Background: an optimization exercise with open tools, aiming at a short achievable clock period and few clock cycles. Do not read the settings as production practice. RTL that was checked went through simulation tests only; none was proved equivalent to the original. The clock port is modelled as an ideal driver; clocking choices that lean on that would not hold on a real chip. Power and IR drop assume default switching activity.

Setup of JK:
==> module jericalla_evolucion, before the edit <==
module jericalla_evolucion(
    input  wire        clk,
    input  wire        reset,
    input  wire [6:0]  cantidad_instrucciones,
    output wire [6:0]  imem_addr,
    input  wire [18:0] imem_data,
    output reg  [31:0] data_out,
    output reg         zf,
    output reg         valid,
    output reg         done
);
reg rst_r;
always @(posedge clk) rst_r <= reset;
wire [6:0] n_r;
wire       f_v, f_last;
contador_de_programa contador_de_programa_inst(
    .clk(clk),
    .reset(reset),
    .cantidad_instrucciones(cantidad_instrucciones),
    .o_contador(imem_addr),
    .n_r(n_r),
    .f_valido(f_v),
    .f_ultimo(f_last)
);
reg [18:0] ir;
always @(posedge clk) ir <= imem_data;
wire d_and, d_or, d_add, d_sub, d_slt, d_nor, d_sw, d_lw, d_we, d_res;
unidad_control unidad_control_inst(
    .instruction(ir[18:15]),
    .op_and(d_and), .op_or(d_or), .op_add(d_add), .op_sub(d_sub),
    .op_slt(d_slt), .op_nor(d_nor), .op_sw(d_sw), .op_lw(d_lw),
    .write_enable_RB(d_we),
    .valido(d_res)
);
wire [4:0] rs1 = ir[9:5];
wire [4:0] rs2 = ir[4:0];
reg        x_vres, x_vwe, x_vsw, x_fin;   
reg        x_and, x_or, x_add, x_sub, x_slt, x_nor, x_sw, x_lw;
reg [4:0]  x_rd;
reg [31:0] x_a, x_b;
reg [31:0] x_m;                          
reg        w_we;
reg [4:0]  w_rd;
reg [31:0] w_val;
wire [31:0] rf_a, rf_b, alu_result;
wire        alu_zero;
banco_de_registros banco_de_registros_inst(
    .clk(clk),
    .reset(rst_r),
    .read_address_1(rs1),
    .read_address_2(rs2),
    .write_address(w_rd),
    .data_write(w_val),
    .write_enable(w_we),
    .data_register_1(rf_a),
    .data_register_2(rf_b)
);
wire fe_a = x_vwe && (x_rd == rs1);
wire fw_a = w_we && (w_rd == rs1);
wire fe_b = x_vwe && (x_rd == rs2);
wire fw_b = w_we && (w_rd == rs2);
wire [31:0] d_a = fe_a ? alu_result : fw_a ? w_val : rf_a;
wire [31:0] d_b = fe_b ? alu_result : fw_b ? w_val : rf_b;
wire [31:0] ram_dout;
ram ram_inst(
    .clk(clk),
    .write_address(x_a[4:0]),
    .din(x_b),
    .write_enable(x_vsw),
    .read_address(d_a[4:0]),
    .dout(ram_dout)
);
wire fm = x_vsw && (x_a[4:0] == d_a[4:0]);
wire d_go = !rst_r && f_v;
always @(posedge clk) begin
    x_vres <= d_go && d_res;
    x_vwe  <= d_go && d_we;
    x_vsw  <= d_go && d_sw;
    x_fin  <= d_go && f_last;
    x_and  <= d_and;
    x_or   <= d_or;
    x_add  <= d_add;
    x_sub  <= d_sub;
    x_slt  <= d_slt;
    x_nor  <= d_nor;
    x_sw   <= d_sw;
    x_lw   <= d_lw;
    x_rd   <= ir[14:10];
    x_a    <= d_a;
    x_b    <= d_b;
    x_m    <= fm ? x_b : ram_dout;
end
alu alu_inst(
    .op_and(x_and), .op_or(x_or), .op_add(x_add), .op_sub(x_sub),
    .op_slt(x_slt), .op_nor(x_nor),
    .din1_alu(x_a),
    .din2_alu(x_b),
    .result_alu(alu_result),
    .zero_alu(alu_zero)
);
always @(posedge clk) begin
    data_out <= x_lw ? x_m : x_sw ? x_b : alu_result;
    w_val    <= alu_result;
    w_rd     <= x_rd;
    valid <= !rst_r && x_vres;
    zf    <= !rst_r && ((x_vwe && alu_zero) || (!x_vwe && zf));
    done  <= rst_r ? (n_r == 7'd0) : (done || x_fin);
    w_we  <= !rst_r && x_vwe;
end
endmodule
Settings: LEC_CHECK=0, CAP_MARGIN=20, CORE_MARGIN=2, CORE_UTILIZATION=65, CTS_CLUSTER_DIAMETER=150, CTS_CLUSTER_SIZE=24, PLACE_DENSITY=0.75, SLEW_MARGIN=20; clock period 10.0 ns.
standard.sh (not shown) runs the stock make flow with config.mk's settings and CLKGATE_MAP_FILE= SYNTH_SCRIPT=/design/flow/synth_recipe.tcl, a recipe that flattens the netlist after the stock synthesis.
==> flow/flow/run.sh <==
#!/bin/bash
# Standard ORFS layout (the standard.sh, standard synthesis unchanged),
# with repair_timing aiming for a setup slack margin, so that the resizer
# works on paths well below the 10 ns clock. The SDC is not changed.
set -euo pipefail
MARGIN=${MARGIN:-7}
bash standard.sh SETUP_SLACK_MARGIN=$MARGIN finish > standard_make.log 2>&1
Relative to JK, the following input files were edited for MS:
--- a/flow/design.v
+++ b/flow/design.v
@@ -270,11 +270,20 @@
 );
 always @(posedge clk) begin
     data_out <= x_lw ? x_m : x_sw ? x_b : alu_result;
     w_val    <= alu_result;
     w_rd     <= x_rd;
-    valid <= !rst_r && x_vres;
-    zf    <= !rst_r && ((x_vwe && alu_zero) || (!x_vwe && zf));
-    done  <= rst_r ? (n_r == 7'd0) : (done || x_fin);
-    w_we  <= !rst_r && x_vwe;
-end
-endmodule
+    if (rst_r) begin
+        valid <= 1'b0;
+        zf    <= 1'b0;
+        done  <= (n_r == 7'd0);
+        w_we  <= 1'b0;
+    end else begin
+        valid <= x_vres;
+        if (x_vwe)
+            zf <= alu_zero;
+        if (x_fin)
+            done <= 1'b1;
+        w_we  <= x_vwe;
+    end
+end
+endmodule
--- outcome ---
Result for JK and MS: all clean. Number of instances in the placed design: MS < JK. MS vs JK: actual transition at the worst max-transition pin down in MS. The switching portion of total power in MS sits 0.65 points below the value recorded for JK. The sequential share of the synthesized area was comparable across JK and MS. Between MS and JK, it is MS whose count of antenna diodes in the layout is higher, by 12. In the reports for JK and MS, the smaller total power belongs to MS. Looking at post-synthesis share of cell area spent on full adders, half adders and majority gates, MS sits 0.20 points higher than JK does.
No functional check of the RTL was part of any run of this note.

* * *

The RTL this note starts from:
==> flow/design.v <==
module contador_de_programa(
    input  wire       clk,
    input  wire       reset,
    input  wire [6:0] cantidad_instrucciones,
    output reg  [6:0] o_contador,    
    output reg  [6:0] n_r,           
    output reg        f_valido,      
    output reg        f_ultimo       
);
reg  [6:0] pc;
wire       activo    = (pc != n_r);
wire [6:0] siguiente = pc + 7'd1;
always @(posedge clk) begin
    if (reset) begin
        pc         <= 7'd0;
        o_contador <= 7'd0;
        n_r        <= cantidad_instrucciones;
    end else if (activo) begin
        pc         <= siguiente;
        o_contador <= siguiente;
    end
end
always @(posedge clk) begin
    f_valido <= activo;
    f_ultimo <= (siguiente == n_r);
end
endmodule
module unidad_control
(
    input  [3:0] instruction,
    output       op_and,
    output       op_or,
    output       op_add,
    output       op_sub,
    output       op_slt,
    output       op_nor,
    output       op_sw,
    output       op_lw,
    output       write_enable_RB,
    output       valido
);
assign op_and = (instruction == 4'd0);
assign op_or  = (instruction == 4'd1);
assign op_add = (instruction == 4'd2);
assign op_sub = (instruction == 4'd3);
assign op_slt = (instruction == 4'd4);
assign op_nor = (instruction == 4'd5);
assign op_sw  = (instruction == 4'd6);
assign op_lw  = (instruction == 4'd7);
assign write_enable_RB = (instruction <= 4'd5);
assign valido = !instruction[3];
endmodule
module ks_add(input [31:0] a, input [31:0] b, input cin, output [31:0] s, output cout);
wire [31:0] p0 = a ^ b;
wire [31:0] g0 = a & b;
wire [31:0] G [0:5];
wire [31:0] P [0:5];
assign G[0] = {g0[31:1], g0[0] | (p0[0] & cin)};
assign P[0] = p0;
genvar l, i;
generate
  for (l = 0; l < 5; l = l + 1) begin : lv
    for (i = 0; i < 32; i = i + 1) begin : bt
      if (i >= (1 << l)) begin : c
        assign G[l+1][i] = G[l][i] | (P[l][i] & G[l][i - (1 << l)]);
        assign P[l+1][i] = P[l][i] & P[l][i - (1 << l)];
      end else begin : n
        assign G[l+1][i] = G[l][i];
        assign P[l+1][i] = P[l][i];
      end
    end
  end
endgenerate
wire [31:0] c = {G[5][30:0], cin};
assign s = p0 ^ c;
assign cout = G[5][31];
endmodule
module alu(
    input         op_and,
    input         op_or,
    input         op_add,
    input         op_sub,
    input         op_slt,
    input         op_nor,
    input  [31:0] din1_alu,
    input  [31:0] din2_alu,
    output [31:0] result_alu,
    output        zero_alu
);
wire [31:0] a = din1_alu;
wire [31:0] b = din2_alu;
wire [31:0] r_and = a & b;
wire [31:0] r_or  = a | b;
wire [31:0] r_add, r_sub;
wire        c_add, c_sub;
ks_add u_add(.a(a), .b(b),  .cin(1'b0), .s(r_add), .cout(c_add));
ks_add u_sub(.a(a), .b(~b), .cin(1'b1), .s(r_sub), .cout(c_sub));
wire lt = ~c_sub;
assign result_alu = ({32{op_and}} & r_and)
                  | ({32{op_or}}  & r_or)
                  | ({32{op_nor}} & ~r_or)
                  | ({32{op_add}} & r_add)
                  | ({32{op_sub}} & r_sub)
                  | {31'd0, op_slt & lt};
wire [31:0] t = a ^ b;
wire        z_add = (t == {r_or[30:0], 1'b0});
assign zero_alu = (op_and & ~|r_and)
                | (op_or  & ~|r_or)
                | (op_nor & &r_or)
                | (op_add & z_add)
                | (op_sub & (a == b))
                | (op_slt & ~lt);
endmodule
module banco_de_registros(
    input  wire        clk,
    input  wire        reset,
    input  wire [4:0]  read_address_1,
    input  wire [4:0]  read_address_2,
    input  wire [4:0]  write_address,
    input  wire [31:0] data_write,
    input  wire        write_enable,
    output wire [31:0] data_register_1,
    output wire [31:0] data_register_2
);
reg [31:0] mem [0:31];
function [31:0] valor_inicial(input [4:0] r);
    case (r)
        5'd0:  valor_inicial = 32'h000000DE;
        5'd1:  valor_inicial = 32'h0000006F;
        5'd2:  valor_inicial = 32'h00000064;
        5'd3:  valor_inicial = 32'h000000C8;
        5'd7:  valor_inicial = 32'h00000014;
        5'd8:  valor_inicial = 32'h00000015;
        5'd9:  valor_inicial = 32'h00000016;
        5'd10: valor_inicial = 32'h00000052;
        5'd11: valor_inicial = 32'h0000001B;
        5'd12: valor_inicial = 32'h7FFFFFF3;
        5'd16: valor_inicial = 32'h00000017;
        5'd17: valor_inicial = 32'h00000018;
        5'd18: valor_inicial = 32'h00000019;
        default: valor_inicial = 32'h00000000;
    endcase
endfunction
integer i;
always @(posedge clk) begin
    if (reset) begin
        for (i = 0; i < 32; i = i + 1)
            mem[i] <= valor_inicial(i[4:0]);
    end else if (write_enable) begin
        mem[write_address] <= data_write;
    end
end
assign data_register_1 = mem[read_address_1];
assign data_register_2 = mem[read_address_2];
endmodule
module ram(
    input  wire        clk,
    input  wire [4:0]  address,
    input  wire [31:0] din,
    input  wire        write_enable,
    output wire [31:0] dout
);
reg [31:0] mem [0:31];
always @(posedge clk) begin
    if (write_enable)
        mem[address] <= din;
end
assign dout = mem[address];
endmodule
module jericalla_evolucion(
    input  wire        clk,
    input  wire        reset,
    input  wire [6:0]  cantidad_instrucciones,
    output wire [6:0]  imem_addr,
    input  wire [18:0] imem_data,
    output reg  [31:0] data_out,
    output reg         zf,
    output reg         valid,
    output reg         done
);
reg rst_r;
always @(posedge clk) rst_r <= reset;
wire [6:0] n_r;
wire       f_v, f_last;
contador_de_programa contador_de_programa_inst(
    .clk(clk),
    .reset(reset),
    .cantidad_instrucciones(cantidad_instrucciones),
    .o_contador(imem_addr),
    .n_r(n_r),
    .f_valido(f_v),
    .f_ultimo(f_last)
);
reg [18:0] ir;
always @(posedge clk) ir <= imem_data;
wire d_and, d_or, d_add, d_sub, d_slt, d_nor, d_sw, d_lw, d_we, d_res;
unidad_control unidad_control_inst(
    .instruction(ir[18:15]),
    .op_and(d_and), .op_or(d_or), .op_add(d_add), .op_sub(d_sub),
    .op_slt(d_slt), .op_nor(d_nor), .op_sw(d_sw), .op_lw(d_lw),
    .write_enable_RB(d_we),
    .valido(d_res)
);
wire [4:0] rs1 = ir[9:5];
wire [4:0] rs2 = ir[4:0];
reg        x_v, x_last, x_res, x_we;
reg        x_and, x_or, x_add, x_sub, x_slt, x_nor, x_sw, x_lw;
reg [4:0]  x_rd;
reg [31:0] x_a, x_b;
reg        w_we;
reg [4:0]  w_rd;
reg [31:0] w_val;
wire [31:0] rf_a, rf_b, alu_result;
wire        alu_zero;
banco_de_registros banco_de_registros_inst(
    .clk(clk),
    .reset(rst_r),
    .read_address_1(rs1),
    .read_address_2(rs2),
    .write_address(w_rd),
    .data_write(w_val),
    .write_enable(w_we),
    .data_register_1(rf_a),
    .data_register_2(rf_b)
);
wire fe_a = x_v && x_we && (x_rd == rs1);
wire fw_a = w_we && (w_rd == rs1);
wire fe_b = x_v && x_we && (x_rd == rs2);
wire fw_b = w_we && (w_rd == rs2);
wire [31:0] d_a = fe_a ? alu_result : fw_a ? w_val : rf_a;
wire [31:0] d_b = fe_b ? alu_result : fw_b ? w_val : rf_b;
always @(posedge clk) begin
    x_v    <= !rst_r && f_v;
    x_last <= f_last;
    x_res  <= d_res;
    x_we   <= d_we;
    x_and  <= d_and;
    x_or   <= d_or;
    x_add  <= d_add;
    x_sub  <= d_sub;
    x_slt  <= d_slt;
    x_nor  <= d_nor;
    x_sw   <= d_sw;
    x_lw   <= d_lw;
    x_rd   <= ir[14:10];
    x_a    <= d_a;
    x_b    <= d_b;
end
alu alu_inst(
    .op_and(x_and), .op_or(x_or), .op_add(x_add), .op_sub(x_sub),
    .op_slt(x_slt), .op_nor(x_nor),
    .din1_alu(x_a),
    .din2_alu(x_b),
    .result_alu(alu_result),
    .zero_alu(alu_zero)
);
wire [31:0] ram_dout;
ram ram_inst(
    .clk(clk),
    .address(x_a[4:0]),
    .din(x_b),
    .write_enable(!rst_r && x_v && x_sw),
    .dout(ram_dout)
);
reg done_pre;
always @(posedge clk)
    done_pre <= rst_r ? (n_r == 7'd0) : (done_pre || (f_v && f_last));
always @(posedge clk) begin
    data_out <= x_lw ? ram_dout : x_sw ? x_b : alu_result;
    w_val    <= alu_result;
    w_rd     <= x_rd;
    if (rst_r) begin
        valid <= 1'b0;
        zf    <= 1'b0;
        done  <= (n_r == 7'd0);
        w_we  <= 1'b0;
    end else begin
        valid <= x_v && x_res;
        if (x_v && x_we)
            zf <= alu_zero;
        done  <= done_pre;
        w_we  <= x_v && x_we;
    end
end
endmodule
clock: 10.0 ns
lec_check: 0
cap_margin: 20
core_margin: 2
core_utilization: 65
cts_cluster_diameter: 150
cts_cluster_size: 24
place_density: 0.75
slew_margin: 20
==> flow/flow/run.sh <==
#!/bin/bash
# Standard ORFS layout (the standard.sh, standard synthesis unchanged),
# with repair_timing aiming for a setup slack margin, so that the resizer
# works on paths well below the 10 ns clock (the SDC is not changed), and a
# placement step before CTS that moves each output port's flip-flop halfway towards
# its output buffer (flow/move_out.tcl).
set -euo pipefail
MARGIN=${MARGIN:-7}
HERE=$(pwd)
bash standard.sh SETUP_SLACK_MARGIN=$MARGIN PRE_CTS_TCL=$HERE/flow/move_out.tcl finish > standard_make.log 2>&1
==> flow/flow/move_out.tcl <==
# Move each flip-flop that drives an output port's buffer halfway towards
# that buffer (which sits at the port), then legalize. Shortens the wire between
# the flip-flop and the output buffer; the clock tree is built afterwards.
set block [ord::get_db_block]
set moved 0
foreach bterm [$block getBTerms] {
  if {[$bterm getIoType] != "OUTPUT"} { continue }
  set net [$bterm getNet]
  if {$net == "NULL"} { continue }
  set buf ""
  foreach it [$net getITerms] {
    if {[$it isOutputSignal]} { set buf [$it getInst] }
  }
  if {$buf == ""} { continue }
  set innet ""
  foreach it [$buf getITerms] {
    if {[$it isInputSignal]} { set innet [$it getNet] }
  }
  if {$innet == "" || $innet == "NULL"} { continue }
  set drv ""
  foreach it [$innet getITerms] {
    if {[$it isOutputSignal]} { set drv [$it getInst] }
  }
  if {$drv == ""} { continue }
  set mname [[$drv getMaster] getName]
  if {![string match "*df*" $mname]} { continue }
  lassign [$buf getLocation] bx by
  lassign [$drv getLocation] fx fy
  $drv setLocation [expr {($bx + $fx) / 2}] [expr {($by + $fy) / 2}]
  incr moved
}
puts "move_out: moved $moved flip-flops towards their output buffers"
detailed_placement
The first run finished clean.
Rerun with:
--- a/flow/design.v
+++ b/flow/design.v
@@ -260,13 +260,10 @@
     .address(x_a[4:0]),
     .din(x_b),
     .write_enable(!rst_r && x_v && x_sw),
     .dout(ram_dout)
 );
-reg done_pre;
-always @(posedge clk)
-    done_pre <= rst_r ? (n_r == 7'd0) : (done_pre || (f_v && f_last));
 always @(posedge clk) begin
     data_out <= x_lw ? ram_dout : x_sw ? x_b : alu_result;
     w_val    <= alu_result;
     w_rd     <= x_rd;
     if (rst_r) begin
@@ -276,10 +273,11 @@
         w_we  <= 1'b0;
     end else begin
         valid <= x_v && x_res;
         if (x_v && x_we)
             zf <= alu_zero;
-        done  <= done_pre;
+        if (x_v && x_last)
+            done <= 1'b1;
         w_we  <= x_v && x_we;
     end
 end
 endmodule
=> Synthesized area hardly moves; register-to-register slack gains 0.15 ns; core utilization went up by 1.1 points; wire length came out higher by about 5.6%; worst hold slack got worse by 0.046 ns; clock-buffer cell count is higher by 1; sequential share of layout area came out lower by 0.80 points; critical path depth falls by 12.
Testbench counts after the change, summed over its fixed seeds: cycles 5,397.
For the first run of this note, only the layout was checked, not whether the RTL still works.

-- what the ideal ports hide --
The results above use ideal ports. As a check the final layouts listed here were re-extracted and re-timed, cells and wires unchanged. Step 1 (the two cells are an assumption about what drives the block):
set clk [get_ports {clk}]
set_driving_cell -lib_cell sky130_fd_sc_hd__clkbuf_16 $clk
set_driving_cell -lib_cell sky130_fd_sc_hd__buf_2 [delete_from_list [all_inputs] $clk]
Step 2 moves the port delays by t, midway between the first and last clock arrival at a register: inputs arrive t later, outputs are due t later. That takes back most of the time a late clock gives input paths. Slacks: ideal / step 1 / step 2; pairs: ideal / step 1.
run | t, ns | setup WS [ns] | hold WS [ns] | worst setup path at the end | slew at the worst register clock pin (ns)
JK | 0.893 | 6.636 / 6.541 / 6.657 | 0.338 / 0.338 / 0.338 | register to register | 0.12 / 0.12
MS | 0.895 | 6.626 / 6.532 / 6.765 | 0.340 / 0.340 / 0.340 | input to register | 0.12 / 0.12
the first run of note 2 | 0.851 | 6.665 / 6.657 / 6.665 | 0.381 / 0.381 / 0.381 | register to register | 0.11 / 0.11
the second run of note 2 | 0.857 | 6.695 / 6.604 / 6.755 | 0.335 / 0.335 / 0.335 | input to register | 0.11 / 0.11
After both steps setup and hold are still met in every run listed.
